Source: an optimization exercise on an open RTL-to-GDS flow (aim: a short achievable clock period and few clock cycles per item). Production flows keep margins and buffers that such runs may drop. The RTL was checked by simulation tests, not by an equivalence proof against the original design. Power and IR drop assume default switching activity.

[design/flow/design.v]
module arbiter
#(parameter N = 31, parameter HOME_HI = 1'b0)
(
	input clk,
	input reset,
	input hreq, input [N:0] haddr, input hcmd, input [N:0] hwdata,
	input oreq, input [N:0] oaddr, input ocmd, input [N:0] owdata,
	output slv_req,
	output [N:0] slv_addr,
	output slv_cmd,
	output [N:0] slv_wdata,
	output grant_h,    
	output grant_o     
);
reg ovr;  
wire home   = (haddr[N] == HOME_HI) & ~ovr;
wire o_want = oreq & (oaddr[N] == HOME_HI);
assign grant_h   = hreq & home;
assign grant_o   = o_want & ~home;
assign slv_req   = home ? hreq   : o_want;
assign slv_addr  = home ? haddr  : oaddr;
assign slv_cmd   = home ? hcmd   : ocmd;
assign slv_wdata = home ? hwdata : owdata;
always @(posedge clk, posedge reset)
	if (reset) ovr <= 1'b0;
	else       ovr <= o_want & home;
endmodule
module cross_bar
#(parameter N=31) 
(
	input clk,
	input reset,
	input req0,
	input [N:0] addr0,
	input cmd0,
	input [N:0] wdata0,
	input req1,
	input [N:0] addr1,
	input cmd1,
	input [N:0] wdata1,
	input slv0_ack,
	input [N:0] slv0_rdata,
	input slv1_ack,
	input [N:0] slv1_rdata,
	output slv0_req,
	output [N:0] slv0_addr,
	output slv0_cmd,
	output [N:0] slv0_wdata,
	output slv1_req,
	output [N:0] slv1_addr,
	output slv1_cmd,
	output [N:0] slv1_wdata,
	output ack0,
	output [N:0] rdata0,
	output ack1,
	output [N:0] rdata1
);
wire g00, g10, g01, g11;
arbiter #(.N(N), .HOME_HI(1'b0)) a0 (
	.clk(clk), .reset(reset),
	.hreq(req0), .haddr(addr0), .hcmd(cmd0), .hwdata(wdata0),
	.oreq(req1), .oaddr(addr1), .ocmd(cmd1), .owdata(wdata1),
	.slv_req(slv0_req), .slv_addr(slv0_addr), .slv_cmd(slv0_cmd), .slv_wdata(slv0_wdata),
	.grant_h(g00), .grant_o(g10));
arbiter #(.N(N), .HOME_HI(1'b1)) a1 (
	.clk(clk), .reset(reset),
	.hreq(req1), .haddr(addr1), .hcmd(cmd1), .hwdata(wdata1),
	.oreq(req0), .oaddr(addr0), .ocmd(cmd0), .owdata(wdata0),
	.slv_req(slv1_req), .slv_addr(slv1_addr), .slv_cmd(slv1_cmd), .slv_wdata(slv1_wdata),
	.grant_h(g11), .grant_o(g01));
reg t00, t10, t01, t11;
reg rs0, rs1;
always @(posedge clk, posedge reset)
begin
if (reset) begin
	t00 <= 1'b0; t10 <= 1'b0; t01 <= 1'b0; t11 <= 1'b0;
	rs0 <= 1'b0; rs1 <= 1'b0;
end
else begin
	t00 <= g00; t10 <= g10; t01 <= g01; t11 <= g11;
	rs0 <= t01; rs1 <= t11;
end
end
assign ack0 = (slv0_ack & t00) | (slv1_ack & t01);
assign ack1 = (slv0_ack & t10) | (slv1_ack & t11);
assign rdata0 = rs0 ? slv1_rdata : slv0_rdata;
assign rdata1 = rs1 ? slv1_rdata : slv0_rdata;
endmodule
[design/flow/flow/run.sh]
#!/bin/bash
set -euo pipefail
W=$(pwd)
FL=$W/flow
R=$W/orfs/results/$FLOW_PLATFORM/cross_bar/base

bash standard.sh synth > $W/log_synth_standard.log 2>&1
cp $R/1_2_yosys.v $W/netlist_standard.v

python3 $FL/gen3.py $W/netlist_hand.v $(cat $FL/gen_params.txt) > $W/log_gen.log 2>&1
python3 $FL/check_regs.py $W/netlist_standard.v $W/netlist_hand.v > $W/log_check_regs.log 2>&1

cp $W/netlist_hand.v $R/1_2_yosys.v
rm -f $R/1_synth.odb $R/1_synth.sdc
# the hand netlist already buffers every port
export DONT_BUFFER_PORTS=1
bash standard.sh finish > $W/log_layout.log 2>&1
[design/flow/flow/check_regs.py]
#!/usr/bin/env python3
"""check_regs.py STD.v HAND.v: the hand netlist must hold the standard synthesis's registers,
same names, same cell types up to drive strength."""
import re, sys

def regs(path):
    out = {}
    for m in re.finditer(r'sky130_fd_sc_hd__(\w+)\s+(\\\S+\s|\S+)\s*\(', open(path).read()):
        typ, name = m.group(1), m.group(2).strip()
        if typ.startswith(('df', 'sdf', 'dl', 'edf')):
            out[name] = re.sub(r'_\d+$', '', typ)
    return out

a, b = regs(sys.argv[1]), regs(sys.argv[2])
print('standard:', sorted(a.items()))
print('hand:    ', sorted(b.items()))
if a != b:
    print('MISMATCH')
    sys.exit(1)
print('registers match:', len(a))
[design/flow/flow/gen3.py]
#!/usr/bin/env python3
"""Gate-level netlist of cross_bar (sky130_fd_sc_hd), equivalent to the RTL in rtl/.
Register instance names and cell types follow the standard synthesis.
usage: gen3.py OUT.v [key=value ...]   (cell choices)"""
import sys

P = dict(ibuf='buf_2', ibuf_sel='buf_16', ibuf_ctl='buf_4', obuf='buf_4',
         inv='inv_2', mux='mux2i_1', K=4, t0='nor2_4', t1='nand2_4',
         ff='dfrtp_1', ff_rs='dfrtp_4', ff_ovr='dfrtp_1', rs_buf='buf_8', KR=2,
         tr0='nor2_2', tr1='nand2_2', m0='inv', m1='gate', tinv='inv_4', muxo='mux2i_1', ovrinv='inv_8', KO=4, obuf_ovr='buf_8')
for a in sys.argv[2:]:
    k, v = a.split('=')
    P[k] = int(v) if v.isdigit() else v

L = []
cnt = [0]
def cell(typ, pins, name=None):
    if name is None:
        cnt[0] += 1
        name = 'u%d' % cnt[0]
    pl = ', '.join('.%s(%s)' % (p, n) for p, n in pins.items())
    L.append('  sky130_fd_sc_hd__%s %s (%s);' % (typ, name, pl))
wires = set()
def w(n):
    wires.add(n)
    return n

N = 32
def ib(port, i=None, typ=None):
    src = port if i is None else '%s[%d]' % (port, i)
    dst = w('i_%s' % port if i is None else 'i_%s_%d' % (port, i))
    cell(typ or P['ibuf'], {'A': src, 'X': dst})
    return dst
def ob(port, src, i=None):
    dst = port if i is None else '%s[%d]' % (port, i)
    cell(P['obuf'], {'A': src, 'X': dst})
def ff(name, q, d, typ=None):
    cell(typ or P['ff'], {'CLK': 'clk', 'D': d, 'Q': w(q), 'RESET_B': 'rstn'},
         name='\\%s$_DFF_PP0_ ' % name)

rst = ib('reset', typ=P['ibuf_ctl'])
cell('inv_4', {'A': rst, 'Y': w('rstn')})
r0 = ib('req0', typ=P['ibuf_ctl']); r1 = ib('req1', typ=P['ibuf_ctl'])
a0 = ib('addr0', 31, typ=P['ibuf_sel']); a1 = ib('addr1', 31, typ=P['ibuf_sel'])
ovr0 = w('\\a0.ovr '); ovr1 = w('\\a1.ovr ')
ovr1n = w('ovr1n'); cell(P['ovrinv'], {'A': ovr1, 'Y': ovr1n})

# slave 0 listens to master 0 when home0 = ~a0 & ~ovr0, else to master 1
# slave 1 listens to master 1 when home1 = a1 & ~ovr1, else to master 0 (T1 = ~home1)
K = P['K']
T0 = [w('T0_%d' % b) for b in range(K)]
T1 = [w('T1_%d' % b) for b in range(K)]
# slave 0 select: 'gate': T0 = home0 = nor2(a0, ovr0); 'inv': T0 = ~a0 and the override
# is applied to the data (x0 = ovr0 ? m1 : m0) before the select
for b in range(K):
    if P['m0'] == 'gate':
        cell(P['t0'], {'A': a0, 'B': ovr0, 'Y': T0[b]})
    else:
        cell(P['tinv'], {'A': a0, 'Y': T0[b]})
    if P['m1'] == 'gate':
        cell(P['t1'], {'A': a1, 'B': ovr1n, 'Y': T1[b]})   # ~home1
    else:
        cell(P['tinv'], {'A': a1, 'Y': T1[b]})             # ~a1
NI = 2 * N + 1
KO = P['KO']
OV0 = [w('ov0_%d' % b) for b in range(KO)]
OV1 = [w('ov1_%d' % b) for b in range(KO)]
if P['m0'] != 'gate':
    for b in range(KO): cell(P['obuf_ovr'], {'A': ovr0, 'X': OV0[b]})
if P['m1'] != 'gate':
    for b in range(KO): cell(P['obuf_ovr'], {'A': ovr1, 'X': OV1[b]})
oblk = lambda j: j * KO // NI
blk = lambda j: j * K // NI

# ---- control
w10n = w('w10n'); cell('nand2b_2', {'A_N': a1, 'B': r1, 'Y': w10n})   # ~(r1 & ~a1)
w10 = w('w10'); cell('nor2b_1', {'A': a1, 'B_N': r1, 'Y': w10})       # r1 & ~a1
w01n = w('w01n'); cell('nand2_2', {'A': r0, 'B': a0, 'Y': w01n})      # ~(r0 & a0)
w01 = w('w01'); cell('and2_1', {'A': r0, 'B': a0, 'X': w01})
h0 = w('h0'); cell('nor2_1', {'A': a0, 'B': ovr0, 'Y': h0})           # home0
h1n = w('h1n'); cell('nand2_1', {'A': a1, 'B': ovr1n, 'Y': h1n})      # ~home1
g00 = w('g00'); cell('and2_1', {'A': r0, 'B': h0, 'X': g00})
g10 = w('g10'); cell('nor2b_1', {'A': h0, 'B_N': w10, 'Y': g10})      # w10 & ~home0
v0 = w('ovr0_next'); cell('and2_1', {'A': w10, 'B': h0, 'X': v0})
g11 = w('g11'); cell('nor2b_1', {'A': h1n, 'B_N': r1, 'Y': g11})      # r1 & home1
g01 = w('g01'); cell('and2_1', {'A': w01, 'B': h1n, 'X': g01})
v1 = w('ovr1_next'); cell('nor2b_1', {'A': h1n, 'B_N': w01, 'Y': v1})
ff('a0.ovr', ovr0, v0, P['ff_ovr'])
ff('a1.ovr', ovr1, v1, P['ff_ovr'])
ff('t00', 't00', g00); ff('t10', 't10', g10); ff('t01', 't01', g01); ff('t11', 't11', g11)
ff('rs0', 'rs0', 't01', P['ff_rs']); ff('rs1', 'rs1', 't11', P['ff_rs'])

# ---- request data
items = [('addr0', 'addr1', 'slv0_addr', 'slv1_addr', i) for i in range(N)]
items += [('wdata0', 'wdata1', 'slv0_wdata', 'slv1_wdata', i) for i in range(N)]
items += [('cmd0', 'cmd1', 'slv0_cmd', 'slv1_cmd', None)]
for j, (m0p, m1p, s0p, s1p, i) in enumerate(items):
    tag = m0p if i is None else '%s_%d' % (m0p[:-1], i)
    if m0p == 'addr0' and i == 31:
        p0, p1 = a0, a1
    else:
        p0 = ib(m0p, i); p1 = ib(m1p, i)
    n0 = w('n0_' + tag); cell(P['inv'], {'A': p0, 'Y': n0})
    n1 = w('n1_' + tag); cell(P['inv'], {'A': p1, 'Y': n1})
    if P['m0'] == 'gate':   # home0 ? m0 : m1
        y0 = w('y0_' + tag); cell(P['mux'], {'A0': n1, 'A1': n0, 'S': T0[blk(j)], 'Y': y0})
    else:                   # a0 ? m1 : (ovr0 ? m1 : m0);  T0 = ~a0
        x0 = w('x0n_' + tag); cell(P['muxo'], {'A0': p0, 'A1': p1, 'S': OV0[oblk(j)], 'Y': x0})
        y0 = w('y0_' + tag); cell(P['mux'], {'A0': n1, 'A1': x0, 'S': T0[blk(j)], 'Y': y0})
    if P['m1'] == 'gate':   # T1 = ~home1: T1 ? m0 : m1
        y1 = w('y1_' + tag); cell(P['mux'], {'A0': n1, 'A1': n0, 'S': T1[blk(j)], 'Y': y1})
    else:                   # a1 ? (ovr1 ? m0 : m1) : m0;  T1 = ~a1
        x1 = w('x1n_' + tag); cell(P['muxo'], {'A0': p1, 'A1': p0, 'S': OV1[oblk(j)], 'Y': x1})
        y1 = w('y1_' + tag); cell(P['mux'], {'A0': x1, 'A1': n0, 'S': T1[blk(j)], 'Y': y1})
    ob(s0p, y0, i); ob(s1p, y1, i)
# req: slave 0 = home0 ? r0 : w10 ; slave 1 = home1 ? r1 : w01
r0n = w('r0n'); cell('inv_1', {'A': r0, 'Y': r0n})
r1n = w('r1n'); cell('inv_1', {'A': r1, 'Y': r1n})
T0r = w('T0r'); cell(P['tr0'], {'A': a0, 'B': ovr0, 'Y': T0r})
T1r = w('T1r'); cell(P['tr1'], {'A': a1, 'B': ovr1n, 'Y': T1r})
y0 = w('y0_req'); cell(P['mux'], {'A0': w10n, 'A1': r0n, 'S': T0r, 'Y': y0})
y1 = w('y1_req'); cell(P['mux'], {'A0': r1n, 'A1': w01n, 'S': T1r, 'Y': y1})
ob('slv0_req', y0); ob('slv1_req', y1)

# ---- acks
s0a = ib('slv0_ack', typ=P['ibuf_ctl']); s1a = ib('slv1_ack', typ=P['ibuf_ctl'])
for m in (0, 1):
    na = w('ka%d' % m); cell('nand2_1', {'A': s0a, 'B': 't%d0' % m, 'Y': na})
    nb = w('kb%d' % m); cell('nand2_1', {'A': s1a, 'B': 't%d1' % m, 'Y': nb})
    ak = w('ack%d_i' % m); cell('nand2_2', {'A': na, 'B': nb, 'Y': ak})
    ob('ack%d' % m, ak)

# ---- read data: rdata_m = rs_m ? slv1_rdata : slv0_rdata
KR = P['KR']
RS = {}
for m in (0, 1):
    RS[m] = [w('rs%d_b%d' % (m, b)) for b in range(KR)]
    for b in range(KR):
        cell(P['rs_buf'], {'A': 'rs%d' % m, 'X': RS[m][b]})
for i in range(N):
    q0 = ib('slv0_rdata', i); q1 = ib('slv1_rdata', i)
    q0n = w('q0n_%d' % i); cell(P['inv'], {'A': q0, 'Y': q0n})
    q1n = w('q1n_%d' % i); cell(P['inv'], {'A': q1, 'Y': q1n})
    for m in (0, 1):
        y = w('rd%d_%d' % (m, i))
        cell(P['mux'], {'A0': q0n, 'A1': q1n, 'S': RS[m][i * KR // N], 'Y': y})
        ob('rdata%d' % m, y, i)

hdr = '''module cross_bar (clk, reset, req0, addr0, cmd0, wdata0, req1, addr1, cmd1, wdata1,
  slv0_ack, slv0_rdata, slv1_ack, slv1_rdata, slv0_req, slv0_addr, slv0_cmd, slv0_wdata,
  slv1_req, slv1_addr, slv1_cmd, slv1_wdata, ack0, rdata0, ack1, rdata1);
  input clk; input reset;
  input req0; input [31:0] addr0; input cmd0; input [31:0] wdata0;
  input req1; input [31:0] addr1; input cmd1; input [31:0] wdata1;
  input slv0_ack; input [31:0] slv0_rdata; input slv1_ack; input [31:0] slv1_rdata;
  output slv0_req; output [31:0] slv0_addr; output slv0_cmd; output [31:0] slv0_wdata;
  output slv1_req; output [31:0] slv1_addr; output slv1_cmd; output [31:0] slv1_wdata;
  output ack0; output [31:0] rdata0; output ack1; output [31:0] rdata1;
'''
with open(sys.argv[1], 'w') as f:
    f.write(hdr)
    for n in sorted(wires):
        f.write('  wire %s;\n' % n)
    f.write('\n'.join(L) + '\nendmodule\n')
print('cells', len(L))
[design/flow/flow/gen_params.txt]
K=8 tinv=inv_8 t1=nand2_8 ff_ovr=dfrtp_2
[design/flow/standard.sh]
#!/bin/bash
# synth_recipe.tcl (not shown) runs the flow's synth.tcl, then flattens the netlist and writes it again
# the make line also repeats each setting of config.mk as NAME=value (left out here)
make -C /OpenROAD-flow-scripts/flow DESIGN_CONFIG=/design/flow/config.mk WORK_HOME=/design/flow/orfs CLKGATE_MAP_FILE= SYNTH_SCRIPT=/design/flow/synth_recipe.tcl "${@:-finish}"
[design/flow/config.mk]
export PLATFORM = sky130hd
export DESIGN_NAME = cross_bar
export DESIGN_NICKNAME = cross_bar
export VERILOG_FILES = /design/flow/design.v
export SDC_FILE = /design/flow/constraint.sdc
export NUM_CORES = 8
export LEC_CHECK = 0
export CAP_MARGIN = 20
export CORE_AREA = 4 4 136 136
export DIE_AREA = 0 0 140 140
export GPL_TIMING_DRIVEN = 0
export SLEW_MARGIN = 20
[design/flow/constraint.sdc]
create_clock -name core_clock -period 4.0 [get_ports {clk}]
set_input_delay 0.8000 -clock core_clock [delete_from_list [all_inputs] [get_ports {clk}]]
set_output_delay 0.8000 -clock core_clock [all_outputs]
set_load 0.01 [all_outputs]
==> results of run 1 <==
==> worst max path at each step <==
stage	from	end	slack [ns]	cells past startpoint
floorplan	addr0[31]	slv0_req	1.80	4
global placement	addr1[31]	slv1_wdata[2]	1.62	4
detailed placement	addr1[31]	slv1_wdata[2]	1.62	4
CTS	addr1[31]	slv1_wdata[2]	1.61	4
global route	addr1[31]	slv1_wdata[2]	1.59	4
finish	addr1[31]	slv1_wdata[2]	1.63	4
==> final cells by class <==
class | count | area share
antenna | 1 | 0.000360
buffer | 405 | 0.382
clock buffer | 3 | 0.0108
inverter | 206 | 0.121
multi-input combinational | 289 | 0.415
sequential | 8 | 0.0302
tap | 225 | 0.0405
==> worst max-delay path, cell delays in order <==
cell                      delay, ns
sky130_fd_sc_hd__buf_16        0.17
sky130_fd_sc_hd__nand2_8       0.12
sky130_fd_sc_hd__mux2i_1       0.29
sky130_fd_sc_hd__buf_4         0.18
==> placed cells by master, fill, tap and decap left out <==
| master | n |
|---|---|
| sky130_fd_sc_hd__nor2b_1 | 4 |
| sky130_fd_sc_hd__buf_2 | 192 |
| sky130_fd_sc_hd__diode_2 | 1 |
| sky130_fd_sc_hd__inv_4 | 1 |
| sky130_fd_sc_hd__nand2_2 | 4 |
| sky130_fd_sc_hd__nand2b_2 | 1 |
| sky130_fd_sc_hd__clkbuf_16 | 3 |
| sky130_fd_sc_hd__and2_1 | 4 |
| sky130_fd_sc_hd__nand2_1 | 5 |
| sky130_fd_sc_hd__nand2_8 | 8 |
| sky130_fd_sc_hd__inv_1 | 2 |
| sky130_fd_sc_hd__buf_4 | 203 |
| sky130_fd_sc_hd__inv_8 | 9 |
| sky130_fd_sc_hd__buf_8 | 8 |
| sky130_fd_sc_hd__inv_2 | 194 |
| sky130_fd_sc_hd__dfrtp_2 | 2 |
| sky130_fd_sc_hd__nor2_2 | 1 |
| sky130_fd_sc_hd__dfrtp_4 | 2 |
| sky130_fd_sc_hd__buf_16 | 2 |
| sky130_fd_sc_hd__dfrtp_1 | 4 |
| sky130_fd_sc_hd__nor2_1 | 1 |
| sky130_fd_sc_hd__mux2i_1 | 261 |
==> power by group through the flow <==
stage	Combinational [uW]	Clock (uW)	Sequential [uW]
4_1_cts	864	167	90.9
2_1_floorplan	755	0	90.5
3_3_place_gp	856	0	91.9
6_report	850	163	90.5
3_5_place_dp	860	0	92.0
5_1_grt	924	173	91.4
==> metal layers <==
layer	track usage	vias up	part of all wire
met4	0.0260	2	0.0068
met3	0.0512	8	0.098
met2	0.297	208	0.53
met1	0.168	2071	0.36
li1	-	2422	-
met5	0	-	0.00079
==> through the flow <==
stage	setup slack (ns)	power, uW	cell area, um^2	util	cells
2_1_floorplan	1.80	845	6600	-	908
6_report	1.63	1100	6960	0.405	1137
4_1_cts	1.61	1120	6960	0.405	1136
3_3_place_gp	1.62	948	6880	0.401	1133
5_1_grt	1.59	1190	6960	0.405	1137
3_5_place_dp	1.62	952	6880	0.401	1133
==> flip-flops by register name, summed over array words and instances (netlist names) <==
name    count
a0.ovr      1
rs1         1
t10         1
t01         1
rs0         1
t11         1
a1.ovr      1
t00         1
==> run summary, run 1 <==
The flow ran to the end and the layout has no timing, DRC or antenna violations. The max-capacitance violation count is 0. The insertion delay of the later-clocked pin in the worst-skew pair is ~0.23 ns.

The cell internal power dissipation came out at 650 uW. The first global-routing pass estimated 24.9 mm of wire. In this run the worst path has a maximum fanout of 14. The layout net count is 1113. The maximum level of the CTS H-tree is 1. The number of top-level pins came out at between 300 and 400. In this run the worst hold path is classified as reg -> reg. In this run the power spent charging and discharging nets is approximately 450 uW. The synthesis warning total is 3.

The count of hold buffers inserted by post-cts repair came out at 0. The register share of total power came out at 0.082. The final weighted congestion in routability-driven placement came out at 0.830.

The via count of the first global-routing pass was slightly below 5000. The area taken by flip-flops and latches is 210 um^2. The terminus of the critical flop-to-flop path is t01. The routed design has about 16 mm of wire.

Using the TritonRoute via totals, the vias-per-cell ratio works out to 4.14. The aggregate negative setup slack came out at 0 ns. Setup violations remaining at the end of the flow were counted as 0. TritonCTS built the clock tree. Entering global routing, the biggest net connects 18 pins.

Static timing analysis puts the maximum clock frequency at 0.421 GHz. The routed design could run at a clock period as short as ~2.4 ns. The share of total power dissipated in the clock network is 0.147. The detail-routed net length per standard cell is 14.4 um. In the final layout, the multi-input gates occupy 2890 um^2. The max-slew violation count is 0. The core region is 17200 um^2.

STA classifies the critical path endpoint as an output pin. Once detailed placement completed, the half-perimeter wirelength came to 14.5 mm. Summed over all cells, the static leakage comes to 0.00413 uW. Setup repair after global routing left no endpoint under its margin. The number of cells traversed by the worst hold path is 0. The initial antenna violation count came to 2. The total of cells resized after clock tree synthesis is 0.

The launch instance of the worst register-to-register path is a1.ovr. The detailed-route DRC error count is 0. The die extent in y came out at 140 um. The required time of the critical path came out at 3.20 ns.

The post-route antenna net violation count is 0. The largest buffer count on any clock path is 2. The first-pass iteration count of the detailed router came out at 4. The area of the mapped netlist came out at about 6600 um^2. The mean area per synthesized cell came out at 7.27 um^2.

The path with the worst hold slack has its endpoint at rs1. The total nets after synthesis is between 1000 and 1500. In this run the clock root is driven by a sky130_fd_sc_hd__clkbuf_16. The number of buffers inserted during clock tree synthesis came out at 3. The cell count of the worst reg-to-reg path came out at 3.

From synthesis to final layout, the design area changed by 5.44%. Across every metal layer, demand over resource in global routing totals 0.155. The die is 140 um wide.

Of the total power, the share spent switching nets is 0.410. The total power density per cell area is 158 nW/um^2. The total grt overflow is 0. The port buffer count came out at 0. The violation count after the first detailed-route iteration came out at 73. The worst setup path is of the in -> out kind.

The post-synthesis instance total came out at 908. The clock sink total came out at 8. The post-CTS clock slew at the launch and capture registers of the worst setup and hold paths is 0.04 ns. Dividing the final minimum period by the clock period gives 0.593. The tightest slew margin relative to the limit is 0.823.

The startpoint of the lowest-slack hold path is t11. The filler cell count came out at around 1800. The final hold violation count came out at 0.

The tightest hold path in the finished design has a slack of 0.373 ns. The maximum vdd ir drop came out at 0.119 mV. The worst setup path is launched from a primary input.

Setup slack on the worst reg-to-reg path comes out at between 2 and 3 ns. At the pin with the least slew margin, the transition time is 0.258 ns. The signal arrival time at the worst endpoint is 1.57 ns. The die outline area is 19600 um^2. The worst clock skew is 0.00106 ns. The routed layout has 4711 vias. The initial utilization of the core area, before any placement, comes to 0.384. The share of power burned in combinational logic is 0.771. The floorplan has 48 rows.

The fraction of layout instances using a drive strength above 1 came out at 0.692. After clock tree synthesis, the setup repair step added 0 buffers.
Testbench counts, summed over its fixed seeds: cycles 24,007, items 24,000.
==> run 2, diff against run 1 <==
==> design/flow/flow/run.sh (replaced) <==
#!/bin/bash
set -euo pipefail
W=$(pwd)
FL=$W/flow
R=$W/orfs/results/$FLOW_PLATFORM/cross_bar/base

bash standard.sh synth > $W/log_synth_standard.log 2>&1
cp $R/1_2_yosys.v $W/netlist_standard.v

python3 $FL/gen4.py $W/netlist_hand.v $(cat $FL/gen_params.txt) > $W/log_gen.log 2>&1
python3 $FL/check_regs.py $W/netlist_standard.v $W/netlist_hand.v > $W/log_check_regs.log 2>&1

cp $W/netlist_hand.v $R/1_2_yosys.v
rm -f $R/1_synth.odb $R/1_synth.sdc
# the hand netlist already buffers every port; pins.tcl places every port at floorplan
export DONT_BUFFER_PORTS=1
export FOOTPRINT_TCL=$FL/pins.tcl
bash standard.sh finish > $W/log_layout.log 2>&1
==> design/flow/flow/gen4.py (new file) <==
#!/usr/bin/env python3
"""Gate-level netlist of cross_bar (sky130_fd_sc_hd), equivalent to the RTL in rtl/.
NAND-NAND data selection. Register instance names and cell types follow the standard synthesis.
usage: gen4.py OUT.v [key=value ...]   (cell choices)"""
import sys

P = dict(ibuf='buf_2', ibuf_sel='buf_16', ibuf_ctl='buf_4', obuf='buf_4',
         nx='nand3_1', ny='nand2_1', nz='nand2_1', nf='nand3_1',
         K=8, tinv='inv_4', tdir=1, tbuf='buf_4',
         KO=4, obuf_ovr='buf_6', oinv='inv_4',
         ff='dfrtp_1', ff_ovr='dfrtp_2', ff_rs='dfrtp_2', KR=4, rbuf='buf_6', rinv='inv_4',
         rn='nand2_1', rf='nand2_1')
for a in sys.argv[2:]:
    k, v = a.split('=')
    P[k] = int(v) if v.isdigit() else v

L = []
cnt = [0]
def cell(typ, pins, name=None):
    if name is None:
        cnt[0] += 1
        name = 'u%d' % cnt[0]
    pl = ', '.join('.%s(%s)' % (p, n) for p, n in pins.items())
    L.append('  sky130_fd_sc_hd__%s %s (%s);' % (typ, name, pl))
wires = set()
def w(n):
    wires.add(n)
    return n

N = 32
def ib(port, i=None, typ=None):
    src = port if i is None else '%s[%d]' % (port, i)
    dst = w('i_%s' % port if i is None else 'i_%s_%d' % (port, i))
    cell(typ or P['ibuf'], {'A': src, 'X': dst})
    return dst
def ob(port, src, i=None):
    dst = port if i is None else '%s[%d]' % (port, i)
    cell(P['obuf'], {'A': src, 'X': dst})
def ff(name, q, d, typ=None):
    cell(typ or P['ff'], {'CLK': 'clk', 'D': d, 'Q': w(q), 'RESET_B': 'rstn'},
         name='\\%s$_DFF_PP0_ ' % name)
def nand(typ, ins, out):
    pins = dict(zip('ABC', ins)); pins['Y'] = w(out)
    cell(typ, pins)
    return out
def fan(src, typ, tag, n, pin='X'):
    outs = [w('%s_%d' % (tag, b)) for b in range(n)]
    for o in outs:
        cell(typ, {'A': src, pin: o})
    return outs

rst = ib('reset', typ=P['ibuf_ctl'])
cell('inv_4', {'A': rst, 'Y': w('rstn')})
r0 = ib('req0', typ=P['ibuf_ctl']); r1 = ib('req1', typ=P['ibuf_ctl'])
a0 = ib('addr0', 31, typ=P['ibuf_sel']); a1 = ib('addr1', 31, typ=P['ibuf_sel'])
ovr0 = w('\\a0.ovr '); ovr1 = w('\\a1.ovr ')

K = P['K']; KO = P['KO']
NI = 2 * N + 1 + 1          # addr, wdata, cmd, req
blk = lambda j: j * K // NI
oblk = lambda j: j * KO // NI
# address bit trees: inverted copies through K inverters; true polarity from the root
# (tdir=1) or through K buffers
A0N = fan(a0, P['tinv'], 'a0n', K, 'Y'); A1N = fan(a1, P['tinv'], 'a1n', K, 'Y')
A0T = [a0] * K if P['tdir'] else fan(a0, P['tbuf'], 'a0t', K)
A1T = [a1] * K if P['tdir'] else fan(a1, P['tbuf'], 'a1t', K)
# override registers: both polarities through KO buffers / inverters
OV0 = fan(ovr0, P['obuf_ovr'], 'ov0', KO); OV0N = fan(ovr0, P['oinv'], 'ov0n', KO, 'Y')
OV1 = fan(ovr1, P['obuf_ovr'], 'ov1', KO); OV1N = fan(ovr1, P['oinv'], 'ov1n', KO, 'Y')

# ---- control (registers' next state)
a0n_c = A0N[0]; a1n_c = A1N[0]
h0 = w('h0'); cell('nor2_1', {'A': a0, 'B': ovr0, 'Y': h0})              # home0 = ~a0 & ~ovr0
h1n = w('h1n'); cell('nand2b_1', {'A_N': ovr1, 'B': a1, 'Y': h1n})       # ~home1 = ~a1 | ovr1
w10 = w('w10'); cell('nor2b_1', {'A': a1, 'B_N': r1, 'Y': w10})          # r1 & ~a1
w01 = w('w01'); cell('and2_1', {'A': r0, 'B': a0, 'X': w01})             # r0 & a0
g00 = w('g00'); cell('and2_1', {'A': r0, 'B': h0, 'X': g00})
g10 = w('g10'); cell('nor2b_1', {'A': h0, 'B_N': w10, 'Y': g10})         # w10 & ~home0
v0 = w('ovr0_next'); cell('and2_1', {'A': w10, 'B': h0, 'X': v0})
g11 = w('g11'); cell('nor2b_1', {'A': h1n, 'B_N': r1, 'Y': g11})         # r1 & home1
g01 = w('g01'); cell('and2_1', {'A': w01, 'B': h1n, 'X': g01})
v1 = w('ovr1_next'); cell('nor2b_1', {'A': h1n, 'B_N': w01, 'Y': v1})
ff('a0.ovr', ovr0, v0, P['ff_ovr'])
ff('a1.ovr', ovr1, v1, P['ff_ovr'])
ff('t00', 't00', g00); ff('t10', 't10', g10); ff('t01', 't01', g01); ff('t11', 't11', g11)
ff('rs0', 'rs0', 't01', P['ff_rs']); ff('rs1', 'rs1', 't11', P['ff_rs'])

# ---- request data
# slave 0 = home0 ? m0 : m1 = (m0 & ~a0 & ~ovr0) | (m1 & a0) | (m1 & ovr0)
# slave 1 = home1 ? m1 : m0 = (m1 & a1 & ~ovr1) | (m0 & ~a1) | (m0 & ovr1)
items = [('addr0', 'addr1', 'slv0_addr', 'slv1_addr', i) for i in range(N)]
items += [('wdata0', 'wdata1', 'slv0_wdata', 'slv1_wdata', i) for i in range(N)]
items += [('cmd0', 'cmd1', 'slv0_cmd', 'slv1_cmd', None)]
for j, (m0p, m1p, s0p, s1p, i) in enumerate(items):
    tag = m0p if i is None else '%s_%d' % (m0p[:-1], i)
    if m0p == 'addr0' and i == 31:
        p0, p1 = a0, a1
    else:
        p0 = ib(m0p, i); p1 = ib(m1p, i)
    b, o = blk(j), oblk(j)
    x = nand(P['nx'], [p0, A0N[b], OV0N[o]], 'x0_' + tag)
    y = nand(P['ny'], [p1, A0T[b]], 'y0_' + tag)
    z = nand(P['nz'], [p1, OV0[o]], 'z0_' + tag)
    ob(s0p, nand(P['nf'], [x, y, z], 'o0_' + tag), i)
    x = nand(P['nx'], [p1, A1T[b], OV1N[o]], 'x1_' + tag)
    y = nand(P['ny'], [p0, A1N[b]], 'y1_' + tag)
    z = nand(P['nz'], [p0, OV1[o]], 'z1_' + tag)
    ob(s1p, nand(P['nf'], [x, y, z], 'o1_' + tag), i)
# req: slave 0 = home0 ? r0 : (r1 & ~a1) ; slave 1 = home1 ? r1 : (r0 & a0)
j = NI - 1; b, o = blk(j), oblk(j)
x = nand('nand3_1', [r0, A0N[b], OV0N[o]], 'x0_req')
y = nand('nand3_1', [r1, A1N[b], A0T[b]], 'y0_req')
z = nand('nand3_1', [r1, A1N[b], OV0[o]], 'z0_req')
ob('slv0_req', nand(P['nf'], [x, y, z], 'o0_req'))
x = nand('nand3_1', [r1, A1T[b], OV1N[o]], 'x1_req')
y = nand('nand3_1', [r0, A0T[b], A1N[b]], 'y1_req')
z = nand('nand3_1', [r0, A0T[b], OV1[o]], 'z1_req')
ob('slv1_req', nand(P['nf'], [x, y, z], 'o1_req'))

# ---- acks
s0a = ib('slv0_ack', typ=P['ibuf_ctl']); s1a = ib('slv1_ack', typ=P['ibuf_ctl'])
for m in (0, 1):
    na = nand('nand2_1', [s0a, 't%d0' % m], 'ka%d' % m)
    nb = nand('nand2_1', [s1a, 't%d1' % m], 'kb%d' % m)
    ob('ack%d' % m, nand('nand2_2', [na, nb], 'ack%d_i' % m))

# ---- read data: rdata_m = rs_m ? slv1_rdata : slv0_rdata
KR = P['KR']
RS = {m: fan('rs%d' % m, P['rbuf'], 'rs%d_b' % m, KR) for m in (0, 1)}
RSN = {m: fan('rs%d' % m, P['rinv'], 'rs%d_n' % m, KR, 'Y') for m in (0, 1)}
for i in range(N):
    q0 = ib('slv0_rdata', i); q1 = ib('slv1_rdata', i)
    for m in (0, 1):
        b = i * KR // N
        u = nand(P['rn'], [q1, RS[m][b]], 'ra%d_%d' % (m, i))
        v = nand(P['rn'], [q0, RSN[m][b]], 'rb%d_%d' % (m, i))
        ob('rdata%d' % m, nand(P['rf'], [u, v], 'rd%d_%d' % (m, i)), i)

hdr = '''module cross_bar (clk, reset, req0, addr0, cmd0, wdata0, req1, addr1, cmd1, wdata1,
  slv0_ack, slv0_rdata, slv1_ack, slv1_rdata, slv0_req, slv0_addr, slv0_cmd, slv0_wdata,
  slv1_req, slv1_addr, slv1_cmd, slv1_wdata, ack0, rdata0, ack1, rdata1);
  input clk; input reset;
  input req0; input [31:0] addr0; input cmd0; input [31:0] wdata0;
  input req1; input [31:0] addr1; input cmd1; input [31:0] wdata1;
  input slv0_ack; input [31:0] slv0_rdata; input slv1_ack; input [31:0] slv1_rdata;
  output slv0_req; output [31:0] slv0_addr; output slv0_cmd; output [31:0] slv0_wdata;
  output slv1_req; output [31:0] slv1_addr; output slv1_cmd; output [31:0] slv1_wdata;
  output ack0; output [31:0] rdata0; output ack1; output [31:0] rdata1;
'''
with open(sys.argv[1], 'w') as f:
    f.write(hdr)
    for n in sorted(wires):
        f.write('  wire %s;\n' % n)
    f.write('\n'.join(L) + '\nendmodule\n')
print('cells', len(L))
==> design/flow/flow/gen_params.txt (replaced) <==
tdir=0 K=4 tbuf=buf_8
==> design/flow/flow/pins.tcl (new file) <==
# Places every port on the die edge, in an order that keeps each bit's pins together:
# for bit k: master 0 input, master 1 input, slave 0 output, slave 1 output (and likewise
# for the read data). Pins go clockwise around the die, spread evenly over the slots.
set block [ord::get_db_block]
set die [$block getDieArea]
set W [expr {[$die xMax] / 1000.0}]
set H [expr {[$die yMax] / 1000.0}]
set corner 3.0
set step2 [expr {0.46 * 2}]
set step3 [expr {0.68 * 2}]
# slots clockwise: top (met2) left->right, right (met3) top->bottom, bottom (met2) right->left,
# left (met3) bottom->top
set slots {}
for {set x [expr {0.23 + 0.46 * ceil(($corner - 0.23) / 0.46)}]} {$x < $W - $corner} {set x [expr {$x + $step2}]} {
  lappend slots [list met2 $x [expr {$H - 0.24}] 0.14 0.48]
}
set ys {}
for {set y [expr {0.34 + 0.68 * ceil(($corner - 0.34) / 0.68)}]} {$y < $H - $corner} {set y [expr {$y + $step3}]} { lappend ys $y }
foreach y [lreverse $ys] { lappend slots [list met3 [expr {$W - 0.4}] $y 0.8 0.3] }
set xs {}
for {set x [expr {0.23 + 0.46 * ceil(($corner - 0.23) / 0.46)}]} {$x < $W - $corner} {set x [expr {$x + $step2}]} { lappend xs $x }
foreach x [lreverse $xs] { lappend slots [list met2 $x 0.24 0.14 0.48] }
foreach y $ys { lappend slots [list met3 0.4 $y 0.8 0.3] }

set order {}
foreach {m0 m1 s0 s1} {addr0 addr1 slv0_addr slv1_addr} {
  for {set k 0} {$k < 32} {incr k} { lappend order "$m0\[$k\]" "$m1\[$k\]" "$s0\[$k\]" "$s1\[$k\]" }
}
for {set k 0} {$k < 32} {incr k} { lappend order "wdata0\[$k\]" "wdata1\[$k\]" "slv0_wdata\[$k\]" "slv1_wdata\[$k\]" }
lappend order cmd0 cmd1 slv0_cmd slv1_cmd req0 req1 slv0_req slv1_req
lappend order slv0_ack slv1_ack ack0 ack1
for {set k 0} {$k < 32} {incr k} { lappend order "slv0_rdata\[$k\]" "slv1_rdata\[$k\]" "rdata0\[$k\]" "rdata1\[$k\]" }
lappend order reset clk

set n [llength $order]
set S [llength $slots]
if {$S < $n} { error "pins.tcl: $n pins but only $S slots" }
# rotate so the middle of the request bits (addr bit 31) sits at the middle of the top edge
set ntop [llength $xs]
set shift [expr {int($ntop / 2) - int(31 * 4 * $S / double($n))}]
for {set i 0} {$i < $n} {incr i} {
  set s [expr {(int($i * $S / double($n)) + $shift + $S) % $S}]
  lassign [lindex $slots $s] layer x y w h
  place_pin -pin_name [lindex $order $i] -layer $layer -location [list $x $y] -pin_size [list $w $h]
}
puts "pins.tcl: placed $n pins on $S slots"
removed: design/flow/flow/gen3.py
==> run summary, run 2 <==
The detail-routed net length per standard cell came out at 14.7 um. The signal on the critical path passes through buf_16 -> inv_4 -> nand3_1 -> nand3_1 -> buf_4. The max-capacitance violation count came out at 0. The reported leakage power came out at about 0.0039 uW. The total power density per cell area is about 170 nW/um^2. The clock sink total is 8. The total number of vias came out at 6759.

STA classifies the critical path endpoint as an output pin. The post-route antenna net violation count came out at 0. The violation count after the first detailed-route iteration came out at 323. The aggregate negative setup slack is 0 ns.

TritonCTS built the clock tree. In this run the number of H-tree levels came out at 1. The first-pass GRT wire length is ~32 mm. The slowest stage of the critical path is the sky130_fd_sc_hd__inv_4 cell.

The synthesis warning total is 3. The number of setup violations in the final report is 0. Timing would allow up to 0.442 GHz. The die outline area came out at 19600 um^2.

In the layout the commonest cells are sky130_fd_sc_hd__nand2_1 (456), sky130_fd_sc_hd__nand3_1 (268), sky130_fd_sc_hd__buf_4 (203). Using the TritonRoute via totals, the vias-per-cell ratio works out to 4.77. The initial antenna violation count is 1.

In this run the post-CTS setup repair buffer count came out at 0. Summed over all layers, the routed wires come to approximately 21 mm. The post-synthesis instance total is 1190. The insertion delay of the later-clocked pin in the worst-skew pair is 0.23 ns. The number of nets handed over by synthesis was 1390. The number of buffers inserted during clock tree synthesis is 3. STA puts the critical path data required time at 3.20 ns.

The placeable core region came out at 17200 um^2. The flow ran to the end and the layout has no timing, DRC or antenna violations. The pin slew with the least headroom to its limit is 0.423 ns.

The maximum vdd ir drop came out at 0.0854 mV. The mean area per synthesized cell came out at ~5.3 um^2. The area growth from synthesis to final layout is 5.64%.

The largest buffer count on any clock path is 2. The filler cells instantiated in the layout total 1944. The tightest slew margin relative to the limit came out at 0.718. In this run the core area contains 48 standard-cell rows. Leaving out fill and tap cells, the most frequent cell in the layout is sky130_fd_sc_hd__nand2_1. The path class of the tightest hold or removal check is reg -> reg. After detailed routing, the number of remaining DRC violations is 0. The layout net count came out at 1395. The max-slew violation count came to 0. The worst clock skew came out at 0.00154 ns. The cell count of the worst reg-to-reg path is 2.

Entering global routing, the biggest net connects 19 pins. The congestion estimate from routability-driven global placement came to 0.804. The final hold violation count is 0. The total power came out at 1140 uW. Of the available clock period, the critical path in the final layout requires 0.566. The starting density of the core came out at 0.368. The via count of the first global-routing pass was a little over 6000. STA classifies the critical path startpoint as a primary input. Gates resized during post-CTS repair numbered 0. The maximum fanout along the worst path is 18. The area of the mapped netlist is 6330 um^2.

The number of top-level pins came out at 0. The worst hold path passes through 0 cells. The total routing resource utilization after global routing is 0.192. The worst stage delay on the critical path came out at 0.18 ns. The setup path with the least slack is of type in -> out. The count of hold buffers inserted by post-cts repair is 0. The port buffer count came out at 0. The root buffer cell chosen for the clock tree is sky130_fd_sc_hd__clkbuf_16. Setup repair after global routing left no endpoint under its margin. 0 antenna diodes ended up in the layout. The first-pass iteration count of the detailed router came out at 5. Hold is met by 0.372 ns. The post-CTS clock slew at the launch and capture registers of the worst setup and hold paths came out at 0.03 ns. The signal arrival time at the worst endpoint came out at approximately 1.5 ns. After global routing the overflow that remains totals 0.

The final critical-path required period is 2.26 ns. In this design, the critical path's most frequently occurring cell is sky130_fd_sc_hd__nand3_1. Detailed placement finished with a half-perimeter wire length of 16.3 mm. The fraction of layout instances using a drive strength above 1 is 0.381. The die extent in y is 140 um. In this run the horizontal extent of the chip is around 140 um.
run 2: layer usage:
metal  vias to the layer above  share of wire  wire (um)  track usage
li1                       3413              -          -            -
met1                      3026           0.40       8390        0.238
met2                       286           0.50      10500        0.344
met3                        32          0.076       1590       0.0423
met4                         2          0.019        398       0.0367
met5                         -        0.00062         13            0
run 2: worst max-delay path, delay by kind of cell:
| family | cells | cell delay (ns) |
|---|---|---|
| and+or+nand+nor | 2 | 0.20 |
| buffers and inverters | 3 | 0.45 |
run 2: worst paths after layout:
check | endpoint | slack [ns] | from
max | slv1_req | 1.74 | addr1[31]
min | rs1 | 0.37 | t11
max reg2reg | t01 | 2.93 | a1.ovr
min reg2reg | rs1 | 0.37 | t11
max in group asynchronous | rs0 | 3.41 | reset
min in group asynchronous | t00 | 0.45 | reset
run 2: area by class of cell:
cell class	instances	area, um^2	area share
Multi-Input combinational cell	736	3130	0.468
Buffer	421	2840	0.425
Tap cell	225	282	0.0421
Sequential cell	8	205	0.0307
Inverter	25	156	0.0234
Clock buffer	3	75.1	0.0112
run 2: where the power goes:
group | switching (uW) | total (uW) | internal, uW
Combinational | 459 | 877 | 418
Clock | 36.0 | 165 | 129
Sequential | 11.9 | 97.3 | 85.4
run 2: metrics by stage:
step,setup slack (ns),utilization,instances,area [um^2]
floorplan,1.84,-,1190,6330
global placement,1.74,0.385,1415,6610
detailed placement,1.74,0.385,1415,6610
CTS,1.74,0.389,1418,6680
global route,1.66,0.389,1418,6680
finish,1.74,0.389,1418,6680
==> run 3, diff against run 2 <==
--- a/design/flow/flow/run.sh
+++ b/design/flow/flow/run.sh
@@ -9,3 +9,3 @@
 
-python3 $FL/gen4.py $W/netlist_hand.v $(cat $FL/gen_params.txt) > $W/log_gen.log 2>&1
+python3 $FL/gen5.py $W/netlist_hand.v $(cat $FL/gen_params.txt) > $W/log_gen.log 2>&1
 python3 $FL/check_regs.py $W/netlist_standard.v $W/netlist_hand.v > $W/log_check_regs.log 2>&1
@@ -17,2 +17,3 @@
 export FOOTPRINT_TCL=$FL/pins.tcl
+export PIN_TRACKS_MET2=1
 bash standard.sh finish > $W/log_layout.log 2>&1
==> design/flow/flow/gen5.py (new file) <==
#!/usr/bin/env python3
"""Gate-level netlist of cross_bar (sky130_fd_sc_hd), equivalent to the RTL in rtl/.
NAND-NAND data selection. Register instance names and cell types follow the standard synthesis.
usage: gen4.py OUT.v [key=value ...]   (cell choices)"""
import sys

P = dict(ibuf='buf_2', ibuf_sel='buf_16', ibuf_ctl='buf_4', obuf='buf_4',
         nx='nand2_1', ny='nand2_1', nz='nand2_1', nf='nand2_1',
         K=8, tinv='inv_4', tdir=1, tbuf='buf_4',
         KO=4, obuf_ovr='buf_6', oinv='inv_4',
         ff='dfrtp_1', ff_ovr='dfrtp_2', ff_rs='dfrtp_2', KR=4, rbuf='buf_6', rinv='inv_4',
         rn='nand2_1', rf='nand2_1', omode='pre', np='nand2_1', rq='nand3_1', rqf='nand3_1', rinvq='inv_2')
for a in sys.argv[2:]:
    k, v = a.split('=')
    P[k] = int(v) if v.isdigit() else v

L = []
cnt = [0]
def cell(typ, pins, name=None):
    if name is None:
        cnt[0] += 1
        name = 'u%d' % cnt[0]
    pl = ', '.join('.%s(%s)' % (p, n) for p, n in pins.items())
    L.append('  sky130_fd_sc_hd__%s %s (%s);' % (typ, name, pl))
wires = set()
def w(n):
    wires.add(n)
    return n

N = 32
def ib(port, i=None, typ=None):
    src = port if i is None else '%s[%d]' % (port, i)
    dst = w('i_%s' % port if i is None else 'i_%s_%d' % (port, i))
    cell(typ or P['ibuf'], {'A': src, 'X': dst})
    return dst
def ob(port, src, i=None):
    dst = port if i is None else '%s[%d]' % (port, i)
    cell(P['obuf'], {'A': src, 'X': dst})
def ff(name, q, d, typ=None):
    cell(typ or P['ff'], {'CLK': 'clk', 'D': d, 'Q': w(q), 'RESET_B': 'rstn'},
         name='\\%s$_DFF_PP0_ ' % name)
def nand(typ, ins, out):
    pins = dict(zip('ABC', ins)); pins['Y'] = w(out)
    cell(typ, pins)
    return out
def fan(src, typ, tag, n, pin='X'):
    outs = [w('%s_%d' % (tag, b)) for b in range(n)]
    for o in outs:
        cell(typ, {'A': src, pin: o})
    return outs

rst = ib('reset', typ=P['ibuf_ctl'])
cell('inv_4', {'A': rst, 'Y': w('rstn')})
r0 = ib('req0', typ=P['ibuf_ctl']); r1 = ib('req1', typ=P['ibuf_ctl'])
a0 = ib('addr0', 31, typ=P['ibuf_sel']); a1 = ib('addr1', 31, typ=P['ibuf_sel'])
ovr0 = w('\\a0.ovr '); ovr1 = w('\\a1.ovr ')

K = P['K']; KO = P['KO']
NI = 2 * N + 1 + 1          # addr, wdata, cmd, req
blk = lambda j: j * K // NI
oblk = lambda j: j * KO // NI
# address bit trees: inverted copies through K inverters; true polarity from the root
# (tdir=1) or through K buffers
A0N = fan(a0, P['tinv'], 'a0n', K, 'Y'); A1N = fan(a1, P['tinv'], 'a1n', K, 'Y')
A0T = [a0] * K if P['tdir'] else fan(a0, P['tbuf'], 'a0t', K)
A1T = [a1] * K if P['tdir'] else fan(a1, P['tbuf'], 'a1t', K)
# override registers: both polarities through KO buffers / inverters
OV0 = fan(ovr0, P['obuf_ovr'], 'ov0', KO); OV0N = fan(ovr0, P['oinv'], 'ov0n', KO, 'Y')
OV1 = fan(ovr1, P['obuf_ovr'], 'ov1', KO); OV1N = fan(ovr1, P['oinv'], 'ov1n', KO, 'Y')

# ---- control (registers' next state)
a0n_c = A0N[0]; a1n_c = A1N[0]
h0 = w('h0'); cell('nor2_1', {'A': a0, 'B': ovr0, 'Y': h0})              # home0 = ~a0 & ~ovr0
h1n = w('h1n'); cell('nand2b_1', {'A_N': ovr1, 'B': a1, 'Y': h1n})       # ~home1 = ~a1 | ovr1
w10 = w('w10'); cell('nor2b_1', {'A': a1, 'B_N': r1, 'Y': w10})          # r1 & ~a1
w01 = w('w01'); cell('and2_1', {'A': r0, 'B': a0, 'X': w01})             # r0 & a0
g00 = w('g00'); cell('and2_1', {'A': r0, 'B': h0, 'X': g00})
g10 = w('g10'); cell('nor2b_1', {'A': h0, 'B_N': w10, 'Y': g10})         # w10 & ~home0
v0 = w('ovr0_next'); cell('and2_1', {'A': w10, 'B': h0, 'X': v0})
g11 = w('g11'); cell('nor2b_1', {'A': h1n, 'B_N': r1, 'Y': g11})         # r1 & home1
g01 = w('g01'); cell('and2_1', {'A': w01, 'B': h1n, 'X': g01})
v1 = w('ovr1_next'); cell('nor2b_1', {'A': h1n, 'B_N': w01, 'Y': v1})
ff('a0.ovr', ovr0, v0, P['ff_ovr'])
ff('a1.ovr', ovr1, v1, P['ff_ovr'])
ff('t00', 't00', g00); ff('t10', 't10', g10); ff('t01', 't01', g01); ff('t11', 't11', g11)
ff('rs0', 'rs0', 't01', P['ff_rs']); ff('rs1', 'rs1', 't11', P['ff_rs'])

# ---- request data
# slave 0 = home0 ? m0 : m1 = (m0 & ~a0 & ~ovr0) | (m1 & a0) | (m1 & ovr0)
# slave 1 = home1 ? m1 : m0 = (m1 & a1 & ~ovr1) | (m0 & ~a1) | (m0 & ovr1)
items = [('addr0', 'addr1', 'slv0_addr', 'slv1_addr', i) for i in range(N)]
items += [('wdata0', 'wdata1', 'slv0_wdata', 'slv1_wdata', i) for i in range(N)]
items += [('cmd0', 'cmd1', 'slv0_cmd', 'slv1_cmd', None)]
for j, (m0p, m1p, s0p, s1p, i) in enumerate(items):
    tag = m0p if i is None else '%s_%d' % (m0p[:-1], i)
    if m0p == 'addr0' and i == 31:
        p0, p1 = a0, a1
    else:
        p0 = ib(m0p, i); p1 = ib(m1p, i)
    b, o = blk(j), oblk(j)
    if P['omode'] == 'term':
        x = nand(P['nx'], [p0, A0N[b], OV0N[o]], 'x0_' + tag)
        y = nand(P['ny'], [p1, A0T[b]], 'y0_' + tag)
        z = nand(P['nz'], [p1, OV0[o]], 'z0_' + tag)
        ob(s0p, nand(P['nf'], [x, y, z], 'o0_' + tag), i)
        x = nand(P['nx'], [p1, A1T[b], OV1N[o]], 'x1_' + tag)
        y = nand(P['ny'], [p0, A1N[b]], 'y1_' + tag)
        z = nand(P['nz'], [p0, OV1[o]], 'z1_' + tag)
        ob(s1p, nand(P['nf'], [x, y, z], 'o1_' + tag), i)
    else:
        # the override applied to the data first: q0 = ovr0 ? m1 : m0, q1 = ovr1 ? m0 : m1
        q0 = nand(P['np'], [nand(P['np'], [p0, OV0N[o]], 'e0_' + tag), nand(P['np'], [p1, OV0[o]], 'f0_' + tag)], 'q0_' + tag)
        q1 = nand(P['np'], [nand(P['np'], [p1, OV1N[o]], 'e1_' + tag), nand(P['np'], [p0, OV1[o]], 'f1_' + tag)], 'q1_' + tag)
        # slave 0 = a0 ? m1 : q0 ; slave 1 = a1 ? q1 : m0
        x = nand(P['nx'], [q0, A0N[b]], 'x0_' + tag)
        y = nand(P['ny'], [p1, A0T[b]], 'y0_' + tag)
        ob(s0p, nand(P['nf'], [x, y], 'o0_' + tag), i)
        x = nand(P['nx'], [q1, A1T[b]], 'x1_' + tag)
        y = nand(P['ny'], [p0, A1N[b]], 'y1_' + tag)
        ob(s1p, nand(P['nf'], [x, y], 'o1_' + tag), i)
# req: slave 0 = home0 ? r0 : (r1 & ~a1) ; slave 1 = home1 ? r1 : (r0 & a0)
j = NI - 1; b, o = blk(j), oblk(j)
# dedicated copies of the address bits for the request outputs
RA0N = w('ra0n'); cell(P['rinvq'], {'A': a0, 'Y': RA0N})
RA1N = w('ra1n'); cell(P['rinvq'], {'A': a1, 'Y': RA1N})
x = nand(P['rq'], [r0, RA0N, OV0N[o]], 'x0_req')
y = nand(P['rq'], [r1, RA1N, a0], 'y0_req')
z = nand(P['rq'], [r1, RA1N, OV0[o]], 'z0_req')
ob('slv0_req', nand(P['rqf'], [x, y, z], 'o0_req'))
x = nand(P['rq'], [r1, a1, OV1N[o]], 'x1_req')
y = nand(P['rq'], [r0, a0, RA1N], 'y1_req')
z = nand(P['rq'], [r0, a0, OV1[o]], 'z1_req')
ob('slv1_req', nand(P['rqf'], [x, y, z], 'o1_req'))

# ---- acks
s0a = ib('slv0_ack', typ=P['ibuf_ctl']); s1a = ib('slv1_ack', typ=P['ibuf_ctl'])
for m in (0, 1):
    na = nand('nand2_1', [s0a, 't%d0' % m], 'ka%d' % m)
    nb = nand('nand2_1', [s1a, 't%d1' % m], 'kb%d' % m)
    ob('ack%d' % m, nand('nand2_2', [na, nb], 'ack%d_i' % m))

# ---- read data: rdata_m = rs_m ? slv1_rdata : slv0_rdata
KR = P['KR']
RS = {m: fan('rs%d' % m, P['rbuf'], 'rs%d_b' % m, KR) for m in (0, 1)}
RSN = {m: fan('rs%d' % m, P['rinv'], 'rs%d_n' % m, KR, 'Y') for m in (0, 1)}
for i in range(N):
    q0 = ib('slv0_rdata', i); q1 = ib('slv1_rdata', i)
    for m in (0, 1):
        b = i * KR // N
        u = nand(P['rn'], [q1, RS[m][b]], 'ra%d_%d' % (m, i))
        v = nand(P['rn'], [q0, RSN[m][b]], 'rb%d_%d' % (m, i))
        ob('rdata%d' % m, nand(P['rf'], [u, v], 'rd%d_%d' % (m, i)), i)

hdr = '''module cross_bar (clk, reset, req0, addr0, cmd0, wdata0, req1, addr1, cmd1, wdata1,
  slv0_ack, slv0_rdata, slv1_ack, slv1_rdata, slv0_req, slv0_addr, slv0_cmd, slv0_wdata,
  slv1_req, slv1_addr, slv1_cmd, slv1_wdata, ack0, rdata0, ack1, rdata1);
  input clk; input reset;
  input req0; input [31:0] addr0; input cmd0; input [31:0] wdata0;
  input req1; input [31:0] addr1; input cmd1; input [31:0] wdata1;
  input slv0_ack; input [31:0] slv0_rdata; input slv1_ack; input [31:0] slv1_rdata;
  output slv0_req; output [31:0] slv0_addr; output slv0_cmd; output [31:0] slv0_wdata;
  output slv1_req; output [31:0] slv1_addr; output slv1_cmd; output [31:0] slv1_wdata;
  output ack0; output [31:0] rdata0; output ack1; output [31:0] rdata1;
'''
with open(sys.argv[1], 'w') as f:
    f.write(hdr)
    for n in sorted(wires):
        f.write('  wire %s;\n' % n)
    f.write('\n'.join(L) + '\nendmodule\n')
print('cells', len(L))
==> design/flow/flow/gen_params.txt (replaced) <==
tdir=0 K=4 tbuf=buf_8 rq=nand3_2 rqf=nand3_2 obuf=buf_6 ff_ovr=dfrtp_4
--- a/design/flow/flow/pins.tcl
+++ b/design/flow/flow/pins.tcl
@@ -8,3 +8,5 @@
 set corner 3.0
-set step2 [expr {0.46 * 2}]
+set t2 2
+if {[info exists ::env(PIN_TRACKS_MET2)]} { set t2 $::env(PIN_TRACKS_MET2) }
+set step2 [expr {0.46 * $t2}]
 set step3 [expr {0.68 * 2}]
--- a/design/flow/config.mk
+++ b/design/flow/config.mk
@@ -8,5 +8,6 @@
 export CAP_MARGIN = 20
-export CORE_AREA = 4 4 136 136
-export DIE_AREA = 0 0 140 140
+export CORE_AREA = 4 4 106 106
+export DIE_AREA = 0 0 110 110
 export GPL_TIMING_DRIVEN = 0
+export PLACE_DENSITY = 0.8
 export SLEW_MARGIN = 20
removed: design/flow/flow/gen4.py
==> run summary, run 3 <==
The total of cells resized after clock tree synthesis came out at 0. The violation count after the first detailed-route iteration is 858. The final hold violation count came out at 0. The filler cell count is 847. The clock sink total came out at 8. The max-capacitance violation count is 0. The fraction of layout instances using a drive strength above 1 came out at 0.320. STA classifies the critical path startpoint as a primary input.

The worst-case setup margin in the final layout is ~1.8 ns. The worst hold path was traced through 0 stages. For hold timing, the worst endpoint is rs1. The worst clock skew is 0.00462 ns. The initial antenna violation count was 5. The number of top-level pins is 0. Relative to the synthesized area, the layout overhead comes to 2.99%. The startpoint identified for the worst register-to-register timing path is a1.ovr. The maximum level of the CTS H-tree is 1. The routed wire length came out at around 23 mm. Measured along the y axis, the die boundary spans approximately 110 um. The first-pass GRT wire length came out at 35.3 mm. The clock reaches the later pin of the worst-skew pair after 0.23 ns. The maximum fanout along the worst path came out at 16.

The first-pass iteration count of the detailed router is 5. From left edge to right edge, the die measures 110 um. The mean area per synthesized cell came out at 5.35 um^2. Adding up every negative setup slack in the final design gives 0 ns.

After legalization and detailed placement, the total HPWL measured 18.8 mm. met2 is the most crowded layer. The final weighted congestion in routability-driven placement came out at 0.963. Synthesis handed over a netlist of 1452 instances. The count of hold buffers inserted by post-cts repair is 0.

The total power density per cell area came out at 158 nW/um^2. Entering global routing, the biggest net connects 18 pins. For the pin with the worst max-slew slack, the measured transition is 0.341 ns. The total routing resource utilization after global routing is 0.361. Setup repair after global routing left no endpoint under its margin. STA puts the critical path data arrival time at ~1.4 ns. Across the VDD grid, the largest voltage drop is 0.106 mV. In the finished design, the share of the clock period the worst path needs comes to 0.553.

The finished cells cover 8010 um^2. The routing usage on met2 is 0.622. The total number of vias came out at ~8000. The worst register-to-register path has a depth of 2. The die outline area is roughly 12000 um^2. TritonCTS created 3 clock buffers. The detailed-route DRC error count is 0. The critical path capture point type is an output pin.

Clock-pin slew was measured on the worst setup and hold paths at 0.04 ns. The cell area that synthesis handed to floorplanning was slightly below 8000 um^2. The post-route antenna net violation count came out at 0. In this run the core area contains 36 standard-cell rows.

TritonCTS built the clock tree. The max-slew violation count was 0. The reported leakage power is 0.00524 uW. The library cell used as clock root buffer is sky130_fd_sc_hd__clkbuf_8. Leaving out fill and tap cells, the most frequent cells in the layout are sky130_fd_sc_hd__nand2_1 (976), sky130_fd_sc_hd__buf_6 (214), sky130_fd_sc_hd__buf_2 (192). The worst reg-to-reg setup slack came out at 2.96 ns. The global-route met3 utilization is 0.0996. The clock period could shrink to ~2.2 ns. The synthesis warning total is 3. The leading cell type in the layout, fill and taps excluded is sky130_fd_sc_hd__nand2_1. Derived from the worst setup path, the maximum achievable clock frequency is 0.452 GHz. Once placement finished, the instance area stood at 7940 um^2.

The placeable core region came out at 9950 um^2. The endpoint identified for the worst register-to-register timing path is t01. The largest buffer count on any clock path is 2.

The port buffer count came out at 0. The number of setup violations in the final report is 0. The layout net count is approximately 1700.

The detail-routed net length per standard cell came out at 14.6 um. The average vias per placed instance came out at approximately 5.0. The post-CTS setup repair buffer count came out at 0. The start-to-end type of the worst setup path is in -> out. The initial utilization of the core area, before any placement, comes to 0.781. The post-placement setup slack came out at 1.79 ns. The run finished with no timing, DRC or antenna violations. The met1 layer usage reported by global route came out at 0.363. The required time of the critical path is 3.20 ns. The min-delay analysis places its worst path in the category reg -> reg.

The via count of the first global-routing pass was 7213. The startpoint of the lowest-slack hold path is t11. The total grt overflow came out at 0.

Synthesis produced a netlist with a net count of 1652. The tightest slew margin relative to the limit is 0.773.
[run 3: per-layer routing]
layer | part of all wire | wire length (um)
met1 | 0.32 | 7560
met2 | 0.50 | 11700
met3 | 0.078 | 1830
met4 | 0.095 | 2210
met5 | 0 | 0
[run 3: layout make-up]
| type | count | area [um^2] | area share |
|---|---|---|---|
| inverter | 27 | 164 | 0.0205 |
| tap | 133 | 166 | 0.0208 |
| clock buffer | 3 | 41.3 | 0.00516 |
| antenna | 10 | 25.0 | 0.00313 |
| buffer | 421 | 3580 | 0.448 |
| multi-input combinational | 996 | 3820 | 0.477 |
| sequential | 8 | 210 | 0.0263 |
[run 3: metrics by stage]
| stage | total power, uW | cells | hold slack, ns | utilization |
|---|---|---|---|---|
| after floorplan | 1010 | 1452 | 0.354 | - |
| after global placement | 1140 | 1585 | 0.369 | 0.798 |
| after detailed placement | 1160 | 1585 | 0.373 | 0.798 |
| after CTS | 1260 | 1588 | 0.379 | 0.802 |
| after global routing | 1360 | 1593 | 0.394 | 0.803 |
| final | 1260 | 1598 | 0.376 | 0.804 |
[run 3: worst max-delay path: stages]
cell and delay [ns]:
sky130_fd_sc_hd__buf_16 0.14, sky130_fd_sc_hd__inv_4 0.17, sky130_fd_sc_hd__nand2_1 0.09, sky130_fd_sc_hd__nand2_1 0.09, sky130_fd_sc_hd__buf_6 0.12
[run 3: how the worst max path moves through the flow]
stage,startpoint,end,slack (ns),cells past startpoint
after detailed placement,addr1[31],slv1_addr[31],1.79,5
final,addr1[31],slv1_addr[31],1.79,5
after CTS,addr1[31],slv1_addr[31],1.79,5
after floorplan,addr0[31],slv0_addr[0],1.89,5
after global placement,addr0[31],slv0_addr[15],1.81,5
after global routing,a0.ovr,slv0_wdata[11],1.72,6
[run 3: report_power, final]
group	leakage (uW)	switching, uW	internal [uW]
sequential	0.0000999	10.7	85.8
clock	0.0000216	29.8	65.0
combinational	0.00512	544	527
==> run 4, diff against run 3 <==
--- a/design/flow/flow/gen5.py
+++ b/design/flow/flow/gen5.py
@@ -11,3 +11,3 @@
          ff='dfrtp_1', ff_ovr='dfrtp_2', ff_rs='dfrtp_2', KR=4, rbuf='buf_6', rinv='inv_4',
-         rn='nand2_1', rf='nand2_1', omode='pre', np='nand2_1', rq='nand3_1', rqf='nand3_1', rinvq='inv_2')
+         rn='nand2_1', rf='nand2_1', omode='pre', np='nand2_1', rq='nand3_1', rqf='nand3_1', rinvq='inv_2', tmain='inv_8', ttinv='inv_4')
 for a in sys.argv[2:]:
@@ -64,4 +64,9 @@
 A0N = fan(a0, P['tinv'], 'a0n', K, 'Y'); A1N = fan(a1, P['tinv'], 'a1n', K, 'Y')
-A0T = [a0] * K if P['tdir'] else fan(a0, P['tbuf'], 'a0t', K)
-A1T = [a1] * K if P['tdir'] else fan(a1, P['tbuf'], 'a1t', K)
+if P['tdir'] == 1:
+    A0T = [a0] * K; A1T = [a1] * K
+elif P['tdir'] == 2:   # two inverter levels: root -> one inverter -> K inverters
+    A0T = fan(fan(a0, P['tmain'], 'a0m', 1, 'Y')[0], P['ttinv'], 'a0t', K, 'Y')
+    A1T = fan(fan(a1, P['tmain'], 'a1m', 1, 'Y')[0], P['ttinv'], 'a1t', K, 'Y')
+else:
+    A0T = fan(a0, P['tbuf'], 'a0t', K); A1T = fan(a1, P['tbuf'], 'a1t', K)
 # override registers: both polarities through KO buffers / inverters
==> design/flow/flow/gen_params.txt (replaced) <==
tdir=0 K=5 tbuf=buf_8 rq=nand3_2 rqf=nand3_2 obuf=buf_6 ff_ovr=dfrtp_4
==> run summary, run 4 <==
The run finished with no timing, DRC or antenna violations. The worst register-to-register path begins at a1.ovr. The first-pass iteration count of the detailed router came out at 5. The aggregate negative setup slack is 0 ns. After layout, the design draws a total of roughly 1300 uW.

The mean area per synthesized cell is 5.37 um^2. The max-slew violation count is 0. The largest buffer count on any clock path came out at 2. The total number of vias came out at 8005.

The pin count of the biggest net entering global routing came out at 20. The via count of the first global-routing pass came out at 7129. The port buffer count is 0.

The number of top-level pins came out at 0. In the layout the commonest cells are sky130_fd_sc_hd__nand2_1 (976), sky130_fd_sc_hd__buf_6 (214), sky130_fd_sc_hd__buf_2 (192). The critical path capture point type is an output pin. The final cycle utilization of the critical path came out at 0.551.

Leaving out fill and tap cells, the most frequent cell in the layout is sky130_fd_sc_hd__nand2_1. The maximum vdd ir drop is 0.105 mV. Using the TritonRoute via totals, the vias-per-cell ratio works out to 5.01. The placeable core region is around 10000 um^2. Setup repair after global routing left no endpoint under its margin.

The final weighted congestion in routability-driven placement came out at approximately 0.95. The insertion delay of the later-clocked pin in the worst-skew pair came out at 0.23 ns. The worst register-to-register path ends at t01. In this run the cell area of the synthesized design comes to a little under 8000 um^2.

By startpoint and endpoint, the worst setup path is classified as in -> out. The total nets after synthesis is 1656. The synthesis warning total came out at 3. The initial antenna violation count was 2. The pin slew with the least headroom to its limit is 0.347 ns.

In this run the number of H-tree levels came out at 1. The cell count of the worst reg-to-reg path came out at 2. Across the run, the number of max-cap violations was 0.

The worst hold path belongs to the class reg -> reg. After the first detailed-routing iteration, the DRC count stood at ~660. The die outline area came out at 12100 um^2. The final critical-path required period came out at approximately 2.2 ns. The required time of the critical path came out at 3.20 ns. The signal arrival time at the worst endpoint is 1.40 ns. The routed wire length came out at 23.0 mm.

The starting density of the core came out at 0.785. The HPWL after detailed placement is 18.7 mm. Buffers added to address setup during post-CTS repair amount to 0. The die extent in y is roughly 110 um. Of the cells placed in the final design, the portion with a size suffix greater than 1 is 0.321. In this run the clock root is driven by a sky130_fd_sc_hd__clkbuf_8.

In this run the power density over the cells is 157 nW/um^2. In this run, CTS created clock tree buffers numbering 3. The worst clock skew is 0.00434 ns.

The post-CTS clock slew at the launch and capture registers of the worst setup and hold paths came out at about 0.040 ns. In the routed design, unresolved DRC markers number 0. The launching element type of the critical path is a primary input. TritonCTS built the clock tree. The clock sink total is 8. The worst reg-to-reg setup slack came out at 2.95 ns. The post-synthesis instance total is approximately 1500. The area growth from synthesis to final layout is 2.82%. Timing would allow up to 0.454 GHz. The critical path starts at addr0[31]. The total of cells resized after clock tree synthesis came out at 0. In the final routed layout, each cell accounts on average for 14.4 um. The die width came out at ~110 um. The maximum fanout along the worst path is 19. The layout net count is 1661. The filler cell count is 824. The tightest slew margin relative to the limit is 0.769. The first global-routing pass estimated approximately 35 mm of wire.

The post-route antenna net violation count came out at 0. For this run, the total global-route usage over all layers was measured as 0.356. Summed over all cells, the static leakage comes to 0.00526 uW. The count of hold buffers inserted by post-cts repair is 0. In this run the worst setup path terminates at slv0_wdata[7]. The number of setup violations in the final report is 0. The final hold violation count came out at 0.

Summed over all layers, the global routing overflow is 0. The number of standard-cell rows in the floorplan is 36.
==> run 4: report_power, final <==
group	switching, uW	internal [uW]	leakage, uW	total [uW]
clock network	30.7	65.1	0.0000216	95.8
logic	542	530	0.00514	1070
registers	10.8	85.8	0.0000999	96.6
==> run 4: layer usage <==
metal | vias up | share of wire | GRT usage
li1 | 3960 | - | -
met1 | 3526 | 0.32 | 0.359
met2 | 391 | 0.51 | 0.626
met3 | 128 | 0.074 | 0.0932
met4 | 0 | 0.086 | 0.268
met5 | - | 0 | 0
==> run 4: area by class of cell <==
cell class / instances / area (um^2) / area share
Clock buffer: 3 / 41.3 / 0.00514
Sequential cell: 8 / 210 / 0.0262
Inverter: 29 / 176 / 0.0220
Antenna cell: 5 / 12.5 / 0.00156
Buffer: 423 / 3610 / 0.450
Multi-Input combinational cell: 996 / 3820 / 0.475
Tap cell: 133 / 166 / 0.0207
==> run 4: per-stage QoR <==
step                instances  cell area [um^2]  worst slack (ns)   util  hold WS [ns]
floorplan                1456              7820              1.89      -         0.354
global placement         1589              7980              1.81  0.802         0.370
detailed placement       1589              7980              1.81  0.802         0.374
CTS                      1592              8020              1.80  0.806         0.382
global route             1594              8030              1.69  0.807         0.392
finish                   1597              8040              1.80  0.807         0.387
==> run 4: worst max-delay path: stages <==
cell and delay, ns:
sky130_fd_sc_hd__buf_16 0.17, sky130_fd_sc_hd__buf_8 0.17, sky130_fd_sc_hd__nand2_1 0.08, sky130_fd_sc_hd__nand2_1 0.08, sky130_fd_sc_hd__buf_6 0.10
==> run 4: worst min path at each step <==
| stage | start | end | slack [ns] | cells after the start |
|---|---|---|---|---|
| 6_report | t11 | rs1 | 0.39 | 0 |
| 5_1_grt | t01 | rs0 | 0.39 | 0 |
| 4_1_cts | t11 | rs1 | 0.38 | 0 |
| 3_5_place_dp | t11 | rs1 | 0.37 | 0 |
| 3_3_place_gp | t11 | rs1 | 0.37 | 0 |
| 2_1_floorplan | t01 | rs0 | 0.35 | 0 |

Re-timed with assumed drivers on the ports (clkbuf_16 on the clock, buf_2 on other inputs), run 4 has 1.663 ns of setup slack against 1.796 ns with ideal ports, and 1.663 ns once port delays also move by the mid clock arrival of 0.259 ns.
